Background: an optimization exercise with open tools, aiming at small area, a short achievable clock period and few clock cycles per item. Do not read the settings as production practice. Only simulation tests tie the RTL to the original design; equivalence was not proved. No activity file was given, so power comes from the tool's default toggle rates.

[flow/config.mk]
export PLATFORM = sky130hd
export DESIGN_NAME = func
export DESIGN_NICKNAME = func
export VERILOG_FILES = /design/flow/design.v
export SDC_FILE = /design/flow/constraint.sdc
export NUM_CORES = 4
export LEC_CHECK = 0
export CAP_MARGIN = 20
export CORE_MARGIN = 2
export CORE_UTILIZATION = 40
export SLEW_MARGIN = 20
[flow/constraint.sdc]
create_clock -name core_clock -period 5.0 [get_ports {clk_i}]
set_input_delay 1.0000 -clock core_clock [delete_from_list [all_inputs] [get_ports {clk_i}]]
set_output_delay 1.0000 -clock core_clock [all_outputs]
set_load 0.01 [all_outputs]
[flow/design.v]
`timescale 1ns / 1ps
module mult (
    input clk_i,
    input rst_i,
    input [31:0] a_bi,
    input [31:0] b_bi,
    input start_i,
    output busy_o,
    output [63:0] y_bo
);
  localparam IDLE = 1'b0;
  localparam WORK = 1'b1;
  reg [4:0] ctr;
  wire end_step;
  wire [7:0] part_sum;
  wire [23:0] shifted_part_sum;
  reg [7:0] a;
  reg [23:0] b;
  reg [23:0] part_res;
  reg [23:0] y;
  reg state;
  assign y_bo = {40'd0, y};
  assign part_sum = a & {8{b[ctr]}};
  assign shifted_part_sum = {16'd0, part_sum} << ctr;
  assign end_step = (ctr == 5'h16);
  assign busy_o = state;
  always @(posedge clk_i)
    if (rst_i) begin
      ctr <= 0;
      part_res <= 0;
      y <= 0;
      state <= IDLE;
    end else begin
      case (state)
        IDLE:
        if (start_i) begin
          state <= WORK;
          a <= a_bi[7:0];
          b <= b_bi[23:0];
          ctr <= 0;
          part_res <= 0;
        end
        WORK: begin
          if (end_step) begin
            state <= IDLE;
            y     <= part_res;
          end
          part_res <= part_res + shifted_part_sum;
          ctr <= ctr + 1;
        end
      endcase
    end
endmodule
`timescale 1ns / 1ps
module sqrt(
        input clk_i,
        input rst_i,
        input [7:0] x_bi,
        input start_i,
        output busy_o,
        output reg [7:0] y_bo
    );
    localparam IDLE = 1'b0;
    localparam WORK = 1'b1;
    reg [7:0] x;
    reg [7:0] m;
    reg [7:0] y;
    wire [7:0] y_shifted;
    reg [7:0] b;
    reg state;
    wire end_step;
    wire [7:0] b_tmp;
    assign end_step = (m == 0);
    assign busy_o = state;
    assign y_shifted = y >> 1;
    assign b_tmp = y | m;
    always @(posedge clk_i)
        if (rst_i) begin
            y <= 0;
            y_bo <= 0;
            state <= IDLE;
        end
        else begin
            case (state)
            IDLE:
                if (start_i) begin
                    state <= WORK;
                    x <= x_bi;
                    m <= 8'b01000000;
                    b <= 0;
                    y_bo <= 0;
                    y <= 0;
                end
            WORK:
                if (end_step) begin
                    state <= IDLE;
                    y_bo <= y;
                end else begin
                    b <= b_tmp;
                    if (x >= b_tmp) begin
                        x <= x - b_tmp;
                        y <= y_shifted | m;
                    end
                    else begin
                        y <= y_shifted;
                    end
                    m <= m >> 2;
                end
            endcase
        end
endmodule
`timescale 1ns / 1ps
module pow3 (
    input clk_i,
    input rst_i,
    input [7:0] x_bi,
    input start_i,
    output busy_o,
    output reg [23:0] y_bo
);
  localparam IDLE = 0;
  localparam WORK = 1;
  localparam WAIT_MUL = 2;
  localparam WORK2 = 3;
  localparam RETURN_RES = 4;
  reg [23:0] tmp_res;
  reg [2:0] state;
  wire [31:0] mul_a;
  wire [31:0] mul_b;
  reg mul_start;
  wire mul_busy;
  wire [23:0] mul_result;
  assign mul_a  = {{24{1'b0}}, x_bi} | 32'b0;
  assign mul_b  = {{8{1'b0}}, tmp_res} | 32'b0;
  assign busy_o = (state != IDLE);
  mult m (
      .clk_i(clk_i),
      .rst_i(rst_i),
      .a_bi(mul_a),
      .b_bi(mul_b),
      .start_i(mul_start),
      .busy_o(mul_busy),
      .y_bo(mul_result)
  );
  always @(posedge clk_i)
    if (rst_i) begin
      y_bo <= 0;
      state <= IDLE;
      mul_start <= 0;
    end else begin
      case (state)
        IDLE:
        if (start_i) begin
          state <= WORK;
          tmp_res <= {{16{1'b0}}, x_bi};
          mul_start <= 1'b1;
          state <= WORK;
        end
        WORK: begin
          mul_start <= 0;
          state <= WAIT_MUL;
        end
        WAIT_MUL: begin
          if (~mul_busy) begin
            tmp_res <= mul_result;
            mul_start <= 1'b1;
            state <= WORK2;
          end
        end
        WORK2: begin
          mul_start <= 0;
          state <= RETURN_RES;
        end
        RETURN_RES: begin
          if (~mul_busy) begin
            tmp_res <= mul_result;
            state <= IDLE;
            y_bo <= mul_result;
          end
        end
      endcase
    end
endmodule
`timescale 1ns / 1ps
module func (
    input clk_i,
    input rst_i,
    input [7:0] a_bi,
    input [7:0] b_bi,
    input start_i,
    output busy_o,
    output reg [24:0] y_bo
);
  localparam IDLE = 1'b0;
  localparam WORK = 1'b1;
  reg state;
  wire busy_sqrt;
  wire busy_pow;
  wire [7:0] sqrt_res;
  wire [23:0] pow_res;
  sqrt sq (
      .clk_i(clk_i),
      .rst_i(rst_i),
      .x_bi(b_bi),
      .start_i(start_i),
      .busy_o(busy_sqrt),
      .y_bo(sqrt_res)
  );
  pow3 pow (
      .clk_i(clk_i),
      .rst_i(rst_i),
      .x_bi(a_bi),
      .start_i(start_i),
      .busy_o(busy_pow),
      .y_bo(pow_res)
  );
  assign busy_o = state;
  always @(posedge clk_i)
    if (rst_i) begin
      y_bo  <= 0;
      state <= IDLE;
    end else begin
      case (state)
        IDLE:
        if (start_i) begin
          state <= WORK;
          y_bo  <= 0;
        end
        WORK: begin
          if ((~busy_sqrt) & (~busy_pow)) begin
            state <= IDLE;
            y_bo  <= {{17{1'b0}}, sqrt_res} + pow_res;
          end
        end
      endcase
    end
endmodule
[flow/run.sh]
#!/bin/bash
# synth_recipe.tcl (not shown) runs the flow's synth.tcl, then flattens the netlist and writes it again
# the make line also repeats each setting of config.mk as NAME=value (left out here)
make -C /OpenROAD-flow-scripts/flow DESIGN_CONFIG=/design/flow/config.mk WORK_HOME=/design/flow/orfs CLKGATE_MAP_FILE= SYNTH_SCRIPT=/design/flow/synth_recipe.tcl finish
==> metrics.md <==
| Metric | Value |
|---|---|
| Top-area cell type share of the netlist area | `0.2594` |
| Slowest cell on the critical path | `mux4_1` |
| CTS sink cnt | `191` |
| Clk_skew | `0.01596 ns` |
| VDD IR-drop max | `0.1980 mV` |
| Util after Layout | `0.4616` |
| Filler instances | `2292` |
| Worst reg2reg path depth | `15` |
| Root Driver | `clkbuf_16` |
| Hold Path Origin | `pow.tmp_res[6]$_DFFE_PP_` |
| Synth cell count leaders | `164 x nand2_1, 123 x dfxtp_1, 104 x nor2_1` |
| Seq/Total Area, Yosys | `0.4745` |
| Diodes inserted | `0` |
| Post-CTS sizing | `0` |
| Slew Viols, Final | `0` |
| Drt total wl | `22.68 mm` |
| Flop-to-flop setup slack | `0.30 ns` |
| CP cell instances | `mux4_1, a221oi_2, a2bb2oi_2, or2_2, nor2_1, ha_1, fa_1, a211oi_1, o21ai_0, nand3_1, a21boi_0, o31a_1, o21a_1, nor3_1, a31o_2` |
| Full die area | `24980 um^2` |
| Pin count of the biggest net entering global routing | `77` |
| Chip Width | `158.1 um` |
| Count leader, synth | `nand2_1` |
| ANT nets after route | `0` |
| Worst Hold Class | `register to register` |
| Gr usage total | `0.1889` |
| Setup crit end | `pow.m.part_res[20]$_SDFFE_PP0P_` |
| Vias | `7398` |
| Die H | `158.1 um` |
| Core area | `23400 um^2` |
| Power Density | `312.9 nW/um^2` |
| Number of synthesized flops with an enable pin | `68` |
| Synth top area cells | `dfxtp_1 26%, edfxtp_1 22%, nand2_1 6.5%, ha_1 5.1%, a21oi_1 5.0%` |
| Count of cell types in the netlist | `63` |
| Area growth syn-to-layout | `13.79%` |
| Status | `timing/DRC/antenna clean` |
| Ys flop type | `dfxtp_1` |
| CP startpoint kind | `register` |
| # port buffers | `44` |
| R2r startpoint | `pow.m.ctr[0]$_SDFFE_PP0P_` |
| Global-route wire length before repair | `36.74 mm` |
| CP max stage delay | `0.63 ns` |
| Post-CTS Hold Fix Bufs | `0` |
| Starting density of the core | `0.4056` |
| Max Fclk | `213.0 MHz` |
| Final HPWL DP | `16.38 mm` |
| GRT overflow | `0` |
| Dominant cell type by area after synthesis | `dfxtp_1` |
| RSZ-0062 raised after global routing | `no` |
| CTS Buf Count | `17` |
| WP data required | `5.37 ns` |
| Site Rows | `56` |
| Worst r2r dst | `pow.m.part_res[20]$_SDFFE_PP0P_` |
| Postcts setup bufs | `0` |
| Antenna violations before repair | `0` |
| Period utilization | `0.9390` |
| Synthesized flop and latch total | `191` |
| Pwr Total | `3.380 mW` |
| Synth Instances | `1038` |
| Gpl congestion | `0.8999` |
| Multi-input gate area | `4692 um^2` |
| Leakage | `3.906 nW` |
| Worst Tran Pin Value | `0.9395 ns` |
| WP data arrival | `5.07 ns` |
| H-tree levels | `4` |
| Final setup fails | `0` |
| Min Tclk post-route | `4.695 ns` |
| DR pass1 iterations | `5` |
| Max Cap Viol | `0` |
| Final Hold Viols | `0` |
| # DRC | `0` |
| Slew margin rel. | `0.3730` |
| Wire per inst | `16.32 um` |
| Setup TNS | `0 ns` |
| Post-Syn Area | `9493 um^2` |
| Crit path launch | `pow.m.ctr[0]$_SDFFE_PP0P_` |
| CTS tree | `built` |
| Ys Warns | `5` |
| Deepest clock path buffer count | `2` |
| Layout cell share with drive strength beyond 1 | `0.07937` |
| Syn_nets | `1099` |
| Clock slew at reported path FFs | `0.07 ns` |
| Crit Path Category | `register to register` |
| Vias in the first global route | `6981` |
| Storage cell area | `4504 um^2` |
| Top delay family on crit path | `compound AO/OA/AOI/OAI gates` |
| Io pins | `45` |
| Worst Path Buf+Inv | `0` |
| Nets | `1119` |
| Worst-Skew Late Latency | `0.44 ns` |
| Crit path capture type | `register` |
| WHS | `0.4219 ns` |
| Crit-path max FO | `11` |
| Stages on worst setup path | `15` |
| Vias per cell | `5.322` |
| Initial DRC Count | `359` |
| Avg Synthesized Cell Area | `9.145 um^2` |
| Async SR Flop Fraction | `0` |
[worst min path at each step]
stage	cells past startpoint	slack [ns]	to
after detailed placement	0	0.41	pow.m.b[2]$_DFFE_PP_
after global routing	0	0.43	pow.m.b[2]$_DFFE_PP_
after global placement	0	0.40	pow.m.b[6]$_DFFE_PP_
after CTS	0	0.42	pow.m.b[6]$_DFFE_PP_
final	0	0.42	pow.m.b[6]$_DFFE_PP_
after floorplan	0	0.40	pow.m.b[0]$_DFFE_PP_
[state kept, by name, summed over array words and instances, names as in the netlist, 5 cells and up]
name            cells
y_bo               25
pow.m.b            24
pow.m.part_res     24
pow.m.y            24
pow.tmp_res        24
pow.y_bo           24
pow.m.a             8
sq.x                8
sq.y                7
sq.y_bo             7
pow.m.ctr           5
[cell type report]
| class | count | area share |
|---|---|---|
| Clock buffer | 17 | 0.03938 |
| Clock inverter | 15 | 0.01575 |
| Inverter | 22 | 0.007645 |
| Multi-Input combinational cell | 770 | 0.4344 |
| Sequential cell | 191 | 0.4170 |
| Tap cell | 319 | 0.03695 |
| Timing Repair Buffer | 56 | 0.04888 |
[cells by family (layout without fill, tap and decap cells)]
logic type	Yosys count	count (layout)	synth area share
xor gates and xnor gates	39	39	0.03598
DFF	191	191	0.4745
and+or+nand+nor	422	422	0.2018
muxes	36	36	0.05114
AOI/OAI and AO/OA	231	231	0.1460
buffers and inverters	77	110	0.03282
adders and majority gates	42	42	0.05773
[power by group]
group          total, mW  internal (mW)  switching [mW]
Sequential          1.70           1.66          0.0332
Clock               1.37          0.714           0.653
Combinational      0.315          0.118           0.197
[per-stage QoR]
step / instance area, um^2 / std cells / setup slack (ns)
3_5_place_dp: 10200 / 1358 / 0.4023
3_3_place_gp: 10200 / 1358 / 0.4866
6_report: 10800 / 1390 / 0.3048
4_1_cts: 10800 / 1390 / 0.3539
5_1_grt: 10800 / 1390 / 0.006238
2_1_floorplan: 9493 / 1038 / 0.9131
[routing by layer]
metal,vias to the layer above,GRT usage,part of all wire
met3,17,0.03449,0.033
li1,3710,-,-
met2,128,0.3070,0.46
met4,0,0.05191,0.013
met1,3543,0.2586,0.49
met5,-,0,0
[worst reg2reg max path: stages (launching register included)]
cell and delay (ns):
dfxtp_1 0.56, mux4_1 0.63, a221oi_2 0.33, a2bb2oi_2 0.41
or2_2 0.26, nor2_1 0.07, ha_1 0.22, fa_1 0.43
a211oi_1 0.30, o21ai_0 0.23, nand3_1 0.17, a21boi_0 0.18
o31a_1 0.34, o21a_1 0.17, nor3_1 0.21, a31o_2 0.13
[placed cells by master (no fill, tap or decap), drive strengths merged, types with 28 or more instances in the layout]
master	Yosys	routed
nor3	35	35
xnor2	28	28
ha	39	39
nor2	106	106
edfxtp	68	68
nand2	164	164
o21ai	52	52
clkdlybuf4s50	0	43
dfxtp	123	123
inv	22	30
a21oi	96	96
Testbench counts, summed over its fixed seeds: cycles 124,800, items 2,400.

## afterwards: timing with drivers on the ports
In the flow no input, the clock included, has a driving cell. The finished layout below was timed again as built, in two steps. Step 1 assumes that a clkbuf_16 drives the clock port and a buf_2 every other input. Step 2 also shifts input and output timing later by t, the mid clock arrival at the registers, as if the neighbouring blocks saw the same clock. Slacks: ideal / step 1 / step 2; pairs: ideal / step 1.
t (ns): 0.475
setup WS [ns]: 0.305 / 0.305 / 0.305
worst register clock-pin slew, ns: 0.08 / 0.08
After both steps this run still meets setup and hold. For this run, drivers alone change the setup slack by 0.000 ns; drivers and shift together by 0.000 ns.
